Context: an optimization exercise on an open-source flow, tuned for small area. The choices shown serve that exercise and are no tape-out recipe. Only simulation tests tie the RTL to the original design; equivalence was not proved. Power and IR drop assume default switching activity.

## iobus
module iobus(
	input clk_sys,
	input rst,
	input rxd,
	output txd,
	output zg,
	input zw,
	input rcl,
	output dpa,
	input rs,
	input rf,
	input rok,
	input rpe,
	input rqb,
	input rpn,
	input [0:3] rnb,
	input [0:15] rad,
	input [0:15] rdt,
	output dw,
	output dr,
	output din,
	output dok,
	output den,
	output dpe,
	output dpn,
	output [0:3] dnb,
	output [0:15] dad,
	output [0:15] ddt,
	input [0:15] w,
	input [0:3] rotary_pos,
	input [0:9] indicators,
	output [0:3] rotary_out,
	output rotary_trig,
	output [0:15] keys,
	output keys_trig,
	output [0:3] fn,
	output fn_v,
	output fn_trig
);
Size: ~590 cells after synthesis, ~8300 sq um of cells after synthesis.
export LEC_CHECK = 0
export CAP_MARGIN = 20
export CORE_MARGIN = 2
export CORE_UTILIZATION = 40
export PLACE_DENSITY = 0.8
export SLEW_MARGIN = 20
create_clock -name core_clock -period 10.0 [get_ports {clk_sys}]
standard.sh (not shown) runs the stock make flow with config.mk's settings and CLKGATE_MAP_FILE= SYNTH_SCRIPT=/design/flow/synth_recipe.tcl, a recipe that flattens the netlist after the stock synthesis.
==> flow/flow/run.sh <==
#!/bin/bash
# The standard layout (standard.sh) with these changes:
# - synthesis is ORFS's, run through standard.sh and synth_recipe.tcl (so without the fsm
#   and share passes, then flattened and renamed as standard.sh does), but ABC maps the
#   combinational logic with an area-oriented script: each flow/abc_*.script is tried in
#   place of ORFS's abc_speed.script, and the one giving the smallest synthesized area is
#   kept (ORFS's own script is the fallback if none of them completes). These syntheses
#   also leave adders to ABC instead of mapping them to the platform's adder cells first
#   (ADDER_MAP_FILE empty). Flip-flops are mapped before either step, so the registers,
#   their names and cell types are those of the standard synthesis;
# - every input and output port still gets its own buffer, but a buf_1 instead of the
#   larger cell buffer_ports picks by default;
# - clock tree synthesis adds no dummy loads and uses the clustering given below.
# Each make run's full output goes to a log in this folder (synth_*.log for the trial
# syntheses, standard.log for the final run); ORFS keeps its per-step logs under orfs/logs.
set -uo pipefail
here=$(pwd)
stat="$here/orfs/reports/sky130hd/iobus/base/synth_stat.txt"
best=""
best_area=""
for f in "$here"/flow/abc_*.script; do
  name=$(basename "$f" .script)
  dir="$here/scripts_$name"
  rm -rf "$dir" "$here/orfs"
  cp -r "$FLOW_HOME/scripts" "$dir"
  cp "$f" "$dir/abc_speed.script"
  if bash standard.sh SCRIPTS_DIR="$dir" ADDER_MAP_FILE= synth > "$here/synth_$name.log" 2>&1 && [[ -f "$stat" ]]; then
    area=$(awk '/Chip area for/ {print $NF}' "$stat" | head -1)
    echo "$name: $area" >> "$here/synth_areas.log"
    if [[ -z "$best" ]] || awk -v a="$area" -v b="$best_area" 'BEGIN {exit !(a < b)}'; then
      best="$dir"
      best_area="$area"
    fi
  else
    echo "$name: failed" >> "$here/synth_areas.log"
  fi
done
rm -rf "$here/orfs"
args=()
if [[ -n "$best" ]]; then
  args+=(SCRIPTS_DIR="$best" ADDER_MAP_FILE=)
fi
echo "chosen: ${best:-ORFS default}" >> "$here/synth_areas.log"
set -e
bash standard.sh "${args[@]}" \
  BUFFER_PORTS_ARGS="-buffer_cell sky130_fd_sc_hd__buf_1" \
  CTS_ARGS="-sink_clustering_enable -repair_clock_nets -dont_use_dummy_load -sink_clustering_size 12 -sink_clustering_max_diameter 40 -buf_list sky130_fd_sc_hd__clkbuf_4" \
  finish > "$here/standard.log" 2>&1
Other scripts of this flow, unchanged in this note and not shown: flow/flow/abc_s10.script, flow/flow/abc_t3.script, flow/flow/abc_t4.script, flow/flow/abc_t5.script
==> next run, changes <==
--- a/flow/flow/run.sh
+++ b/flow/flow/run.sh
@@ -6,6 +6,5 @@
 #   place of ORFS's abc_speed.script, and the one giving the smallest synthesized area is
-#   kept (ORFS's own script is the fallback if none of them completes). These syntheses
-#   also leave adders to ABC instead of mapping them to the platform's adder cells first
-#   (ADDER_MAP_FILE empty). Flip-flops are mapped before either step, so the registers,
-#   their names and cell types are those of the standard synthesis;
+#   kept (ORFS's own script is the fallback if none of them completes). Flip-flops are
+#   mapped before ABC runs, so the registers, their names and cell types are those of the
+#   standard synthesis;
 # - every input and output port still gets its own buffer, but a buf_1 instead of the
@@ -26,3 +25,3 @@
   cp "$f" "$dir/abc_speed.script"
-  if bash standard.sh SCRIPTS_DIR="$dir" ADDER_MAP_FILE= synth > "$here/synth_$name.log" 2>&1 && [[ -f "$stat" ]]; then
+  if bash standard.sh SCRIPTS_DIR="$dir" synth > "$here/synth_$name.log" 2>&1 && [[ -f "$stat" ]]; then
     area=$(awk '/Chip area for/ {print $NF}' "$stat" | head -1)
@@ -40,3 +39,3 @@
 if [[ -n "$best" ]]; then
-  args+=(SCRIPTS_DIR="$best" ADDER_MAP_FILE=)
+  args+=(SCRIPTS_DIR="$best")
 fi
@@ -46,3 +45,3 @@
   BUFFER_PORTS_ARGS="-buffer_cell sky130_fd_sc_hd__buf_1" \
-  CTS_ARGS="-sink_clustering_enable -repair_clock_nets -dont_use_dummy_load -sink_clustering_size 12 -sink_clustering_max_diameter 40 -buf_list sky130_fd_sc_hd__clkbuf_4" \
+  CTS_ARGS="-sink_clustering_enable -repair_clock_nets -dont_use_dummy_load -sink_clustering_size 10 -sink_clustering_max_diameter 50 -buf_list sky130_fd_sc_hd__clkbuf_4" \
   finish > "$here/standard.log" 2>&1
CORE_UTILIZATION = 60   (was 40)
PLACE_DENSITY = default   (was 0.8)
Outcome:
- routed wire length is lower by 8.1%
- via count is lower by 1.9%
- sequential share of layout area drops by 0.36 points
- cell area rose by 0.57%
- clock power shrinks by 7.9%
==> next run, changes <==
CORE_UTILIZATION = 40   (was 60)
After rerunning:
- count of clock-buffer cells in the layout came out higher by 1
- sequential power stays flat
- cell area came out higher by 1.3%
- worst setup slack is better by 0.23 ns
- via count came out lower by 1.5%
- synthesized cell count does not change
- wire length came out higher by 4.5%
==> next run, changes <==
--- a/flow/flow/run.sh
+++ b/flow/flow/run.sh
@@ -45,3 +45,3 @@
   BUFFER_PORTS_ARGS="-buffer_cell sky130_fd_sc_hd__buf_1" \
-  CTS_ARGS="-sink_clustering_enable -repair_clock_nets -dont_use_dummy_load -sink_clustering_size 10 -sink_clustering_max_diameter 50 -buf_list sky130_fd_sc_hd__clkbuf_4" \
+  CTS_ARGS="-sink_clustering_enable -repair_clock_nets -dont_use_dummy_load -sink_clustering_size 12 -sink_clustering_max_diameter 50 -buf_list sky130_fd_sc_hd__clkbuf_4" \
   finish > "$here/standard.log" 2>&1
After rerunning: Maximum frequency barely changes; die area does not change; area after synthesis is unchanged; final cell count barely changes; clock power is lower by about 3%; core utilization is lower by 0.11 points; routed wire length is about the same; clock skew grows by 0.019 ns; first-iteration DRC count rose by 24%.
==> next run, changes <==
--- a/flow/flow/run.sh
+++ b/flow/flow/run.sh
@@ -6,5 +6,6 @@
 #   place of ORFS's abc_speed.script, and the one giving the smallest synthesized area is
-#   kept (ORFS's own script is the fallback if none of them completes). Flip-flops are
-#   mapped before ABC runs, so the registers, their names and cell types are those of the
-#   standard synthesis;
+#   kept (ORFS's own script is the fallback if none of them completes). These syntheses
+#   also leave adders to ABC instead of mapping them to the platform's adder cells first
+#   (ADDER_MAP_FILE empty). Flip-flops are mapped before either step, so the registers,
+#   their names and cell types are those of the standard synthesis;
 # - every input and output port still gets its own buffer, but a buf_1 instead of the
@@ -25,3 +26,3 @@
   cp "$f" "$dir/abc_speed.script"
-  if bash standard.sh SCRIPTS_DIR="$dir" synth > "$here/synth_$name.log" 2>&1 && [[ -f "$stat" ]]; then
+  if bash standard.sh SCRIPTS_DIR="$dir" ADDER_MAP_FILE= synth > "$here/synth_$name.log" 2>&1 && [[ -f "$stat" ]]; then
     area=$(awk '/Chip area for/ {print $NF}' "$stat" | head -1)
@@ -39,3 +40,3 @@
 if [[ -n "$best" ]]; then
-  args+=(SCRIPTS_DIR="$best")
+  args+=(SCRIPTS_DIR="$best" ADDER_MAP_FILE=)
 fi
@@ -45,3 +46,3 @@
   BUFFER_PORTS_ARGS="-buffer_cell sky130_fd_sc_hd__buf_1" \
-  CTS_ARGS="-sink_clustering_enable -repair_clock_nets -dont_use_dummy_load -sink_clustering_size 12 -sink_clustering_max_diameter 50 -buf_list sky130_fd_sc_hd__clkbuf_4" \
+  CTS_ARGS="-sink_clustering_enable -repair_clock_nets -dont_use_dummy_load -sink_clustering_size 10 -sink_clustering_max_diameter 50 -buf_list sky130_fd_sc_hd__clkbuf_4" \
   finish > "$here/standard.log" 2>&1
What happened:
- The changed run completed with no timing, DRC or antenna violations
- fmax went down by 2.3%
- core utilization went up by 0.69 points
- via count went up by 3.9%
- synthesized cell count went up by 0.68%
- worst hold slack is worse by 0.013 ns


== violet ==
Another version of the RTL of iobus (not shown whole).
Size: roughly 570 cells after synthesis, about 150 I/O pins, about 8100 um^2 of cells after synthesis.
Settings: LEC_CHECK=0, CAP_MARGIN=20, CORE_MARGIN=2, CORE_UTILIZATION=40, SLEW_MARGIN=20; clock period 10.0 ns.
==> flow/flow/run.sh <==
#!/bin/bash
# The standard layout (standard.sh) with these changes:
# - synthesis is ORFS's, run through standard.sh and synth_recipe.tcl (so without the fsm
#   and share passes, then flattened and renamed as standard.sh does), but ABC maps the
#   combinational logic with an area-oriented script: each flow/abc_*.script is tried in
#   place of ORFS's abc_speed.script, and the one giving the smallest synthesized area is
#   kept (ORFS's own script is the fallback if none of them completes). These syntheses
#   also leave adders to ABC instead of mapping them to the platform's adder cells first
#   (ADDER_MAP_FILE empty). Flip-flops are mapped before either step, so the registers,
#   their names and cell types are those of the standard synthesis;
# - every input and output port still gets its own buffer, but a buf_1 instead of the
#   larger cell buffer_ports picks by default;
# - clock tree synthesis adds no dummy loads and uses the clustering given below;
# - the platform's don't-use list is extended with the largest buffers, so that repairs
#   of high-fanout nets use several small buffers instead (DONT_USE_CELLS below repeats
#   the platform's list and adds these).
# Each make run's full output goes to a log in this folder (synth_*.log for the trial
# syntheses, standard.log for the final run); ORFS keeps its per-step logs under orfs/logs.
set -uo pipefail
here=$(pwd)
dont_use="sky130_fd_sc_hd__probe_p_8 sky130_fd_sc_hd__probec_p_8 sky130_fd_sc_hd__lpflow_bleeder_1 sky130_fd_sc_hd__lpflow_clkbufkapwr_1 sky130_fd_sc_hd__lpflow_clkbufkapwr_16 sky130_fd_sc_hd__lpflow_clkbufkapwr_2 sky130_fd_sc_hd__lpflow_clkbufkapwr_4 sky130_fd_sc_hd__lpflow_clkbufkapwr_8 sky130_fd_sc_hd__lpflow_clkinvkapwr_1 sky130_fd_sc_hd__lpflow_clkinvkapwr_16 sky130_fd_sc_hd__lpflow_clkinvkapwr_2 sky130_fd_sc_hd__lpflow_clkinvkapwr_4 sky130_fd_sc_hd__lpflow_clkinvkapwr_8 sky130_fd_sc_hd__lpflow_decapkapwr_12 sky130_fd_sc_hd__lpflow_decapkapwr_3 sky130_fd_sc_hd__lpflow_decapkapwr_4 sky130_fd_sc_hd__lpflow_decapkapwr_6 sky130_fd_sc_hd__lpflow_decapkapwr_8 sky130_fd_sc_hd__lpflow_inputiso0n_1 sky130_fd_sc_hd__lpflow_inputiso0p_1 sky130_fd_sc_hd__lpflow_inputiso1n_1 sky130_fd_sc_hd__lpflow_inputiso1p_1 sky130_fd_sc_hd__lpflow_inputisolatch_1 sky130_fd_sc_hd__lpflow_isobufsrc_1 sky130_fd_sc_hd__lpflow_isobufsrc_16 sky130_fd_sc_hd__lpflow_isobufsrc_2 sky130_fd_sc_hd__lpflow_isobufsrc_4 sky130_fd_sc_hd__lpflow_isobufsrc_8 sky130_fd_sc_hd__lpflow_isobufsrckapwr_16 sky130_fd_sc_hd__lpflow_lsbuf_lh_hl_isowell_tap_1 sky130_fd_sc_hd__lpflow_lsbuf_lh_hl_isowell_tap_2 sky130_fd_sc_hd__lpflow_lsbuf_lh_hl_isowell_tap_4 sky130_fd_sc_hd__lpflow_lsbuf_lh_isowell_4 sky130_fd_sc_hd__lpflow_lsbuf_lh_isowell_tap_1 sky130_fd_sc_hd__lpflow_lsbuf_lh_isowell_tap_2 sky130_fd_sc_hd__lpflow_lsbuf_lh_isowell_tap_4 sky130_fd_sc_hd__buf_6 sky130_fd_sc_hd__buf_8 sky130_fd_sc_hd__buf_12 sky130_fd_sc_hd__buf_16 sky130_fd_sc_hd__bufbuf_8 sky130_fd_sc_hd__bufbuf_16 sky130_fd_sc_hd__clkbuf_8 sky130_fd_sc_hd__clkbuf_16"
stat="$here/orfs/reports/sky130hd/iobus/base/synth_stat.txt"
best=""
best_area=""
for f in "$here"/flow/abc_*.script; do
  name=$(basename "$f" .script)
  dir="$here/scripts_$name"
  rm -rf "$dir" "$here/orfs"
  cp -r "$FLOW_HOME/scripts" "$dir"
  cp "$f" "$dir/abc_speed.script"
  if bash standard.sh SCRIPTS_DIR="$dir" ADDER_MAP_FILE= DONT_USE_CELLS="$dont_use" synth > "$here/synth_$name.log" 2>&1 && [[ -f "$stat" ]]; then
    area=$(awk '/Chip area for/ {print $NF}' "$stat" | head -1)
    echo "$name: $area" >> "$here/synth_areas.log"
    if [[ -z "$best" ]] || awk -v a="$area" -v b="$best_area" 'BEGIN {exit !(a < b)}'; then
      best="$dir"
      best_area="$area"
    fi
  else
    echo "$name: failed" >> "$here/synth_areas.log"
  fi
done
rm -rf "$here/orfs"
args=()
if [[ -n "$best" ]]; then
  args+=(SCRIPTS_DIR="$best" ADDER_MAP_FILE=)
fi
echo "chosen: ${best:-ORFS default}" >> "$here/synth_areas.log"
set -e
bash standard.sh ${args[@]+"${args[@]}"} DONT_USE_CELLS="$dont_use" \
  BUFFER_PORTS_ARGS="-buffer_cell sky130_fd_sc_hd__buf_1" \
  CTS_ARGS="-sink_clustering_enable -repair_clock_nets -dont_use_dummy_load -sink_clustering_size 11 -sink_clustering_max_diameter 50 -buf_list sky130_fd_sc_hd__clkbuf_4" \
  finish > "$here/standard.log" 2>&1
Other scripts of this flow, unchanged in this note and not shown: flow/flow/abc_s10.script, flow/flow/abc_t3.script, flow/flow/abc_t4.script, flow/flow/abc_t5.script
Every stage of the flow completed for violet, and the final layout passed the timing, design-rule and antenna checks.
Input changes introduced in raven (baseline for comparison: violet):
diff --git a/flow/flow/run.sh b/flow/flow/run.sh
--- a/flow/flow/run.sh
+++ b/flow/flow/run.sh
@@ -51 +51 @@
-  CTS_ARGS="-sink_clustering_enable -repair_clock_nets -dont_use_dummy_load -sink_clustering_size 11 -sink_clustering_max_diameter 50 -buf_list sky130_fd_sc_hd__clkbuf_4" \
+  CTS_ARGS="-sink_clustering_enable -repair_clock_nets -dont_use_dummy_load -sink_clustering_size 11 -sink_clustering_max_diameter 70 -buf_list sky130_fd_sc_hd__clkbuf_4" \
Results
- There was hardly any difference in post-route cell area between violet and raven.
- A kind of critical path of in -> out is what raven shows, while reg -> out belongs to violet.
- raven went all the way through the flow, and no timing, DRC or antenna check failed.
- Transition time of the tightest slew-check pin in raven vs violet: up 0.011 ns
- violet → raven: combinational group share of total power moved up, part of the power in the clock network moved down.
Changes in amber relative to raven:
diff --git a/flow/flow/run.sh b/flow/flow/run.sh
--- a/flow/flow/run.sh
+++ b/flow/flow/run.sh
@@ -51 +51 @@
-  CTS_ARGS="-sink_clustering_enable -repair_clock_nets -dont_use_dummy_load -sink_clustering_size 11 -sink_clustering_max_diameter 70 -buf_list sky130_fd_sc_hd__clkbuf_4" \
+  CTS_ARGS="-sink_clustering_enable -repair_clock_nets -dont_use_dummy_load -sink_clustering_size 10 -sink_clustering_max_diameter 50 -buf_list sky130_fd_sc_hd__clkbuf_4" \
## What came out
- Relative to raven, worst-margin pin slew has increased by 0.0080 ns in amber.
- amber -> raven: net count after synthesis delta 0, exact match
- Per the comparison of amber with raven, number of filler instances in the final layout neither gained nor lost much; overall power after layout picked up an extra 0.019 mW; clock-buffer cell count picked up an extra 4; vias after detailed routing picked up an extra 68.
- Of raven and amber, the higher register share of the cell area belongs to raven.
- On met3 routing resource usage after global routing, raven and amber are basically level.
- Per the comparison of amber with raven, design internal power has increased, clock share of power grew by 0.9 points.

==> re-timing with driven ports <==
Ports are ideal in the flow. The routed layouts listed here were re-timed in OpenROAD.
Step 1 (the two cells are an assumption about what drives the block):
set clk [get_ports {clk_sys}]
set_driving_cell -lib_cell sky130_fd_sc_hd__clkbuf_16 $clk
set_driving_cell -lib_cell sky130_fd_sc_hd__buf_2 [delete_from_list [all_inputs] $clk]
Step 2 adds t to the input delays and takes it off the output delays; t is the mean of the earliest and latest rising clock arrival at the registers after step 1. Input paths then give back, and output paths get back, about the clock's delay inside the block.
Three values: ideal ports, drivers, drivers and shift; two values: the first two.
run	t, ns	setup slack, ns	hold WS [ns]	cell pins on the clock port's net
the first run of note 1	0.689	4.666 / 4.637 / 4.639	0.402 / 0.402 / 0.402	1
the second run of note 1	0.625	4.359 / 4.336 / 4.336	0.442 / 0.442 / 0.442	1
the third run of note 1	0.641	4.591 / 4.554 / 4.595	0.428 / 0.428 / 0.428	1
the fourth run of note 1	0.641	4.579 / 4.542 / 4.591	0.416 / 0.416 / 0.416	1
the fifth run of note 1	0.661	4.453 / 4.431 / 4.431	0.402 / 0.402 / 0.402	1
violet	0.654	4.457 / 4.420 / 4.444	0.425 / 0.425 / 0.425	1
raven	0.655	4.461 / 4.431 / 4.437	0.424 / 0.424 / 0.424	1
amber	0.660	4.446 / 4.421 / 4.421	0.432 / 0.432 / 0.432	1
After both steps setup and hold are still met in every run listed. For the first run of note 1, which loses most, drivers alone change the setup slack by -0.029 ns; drivers and shift together by -0.027 ns.
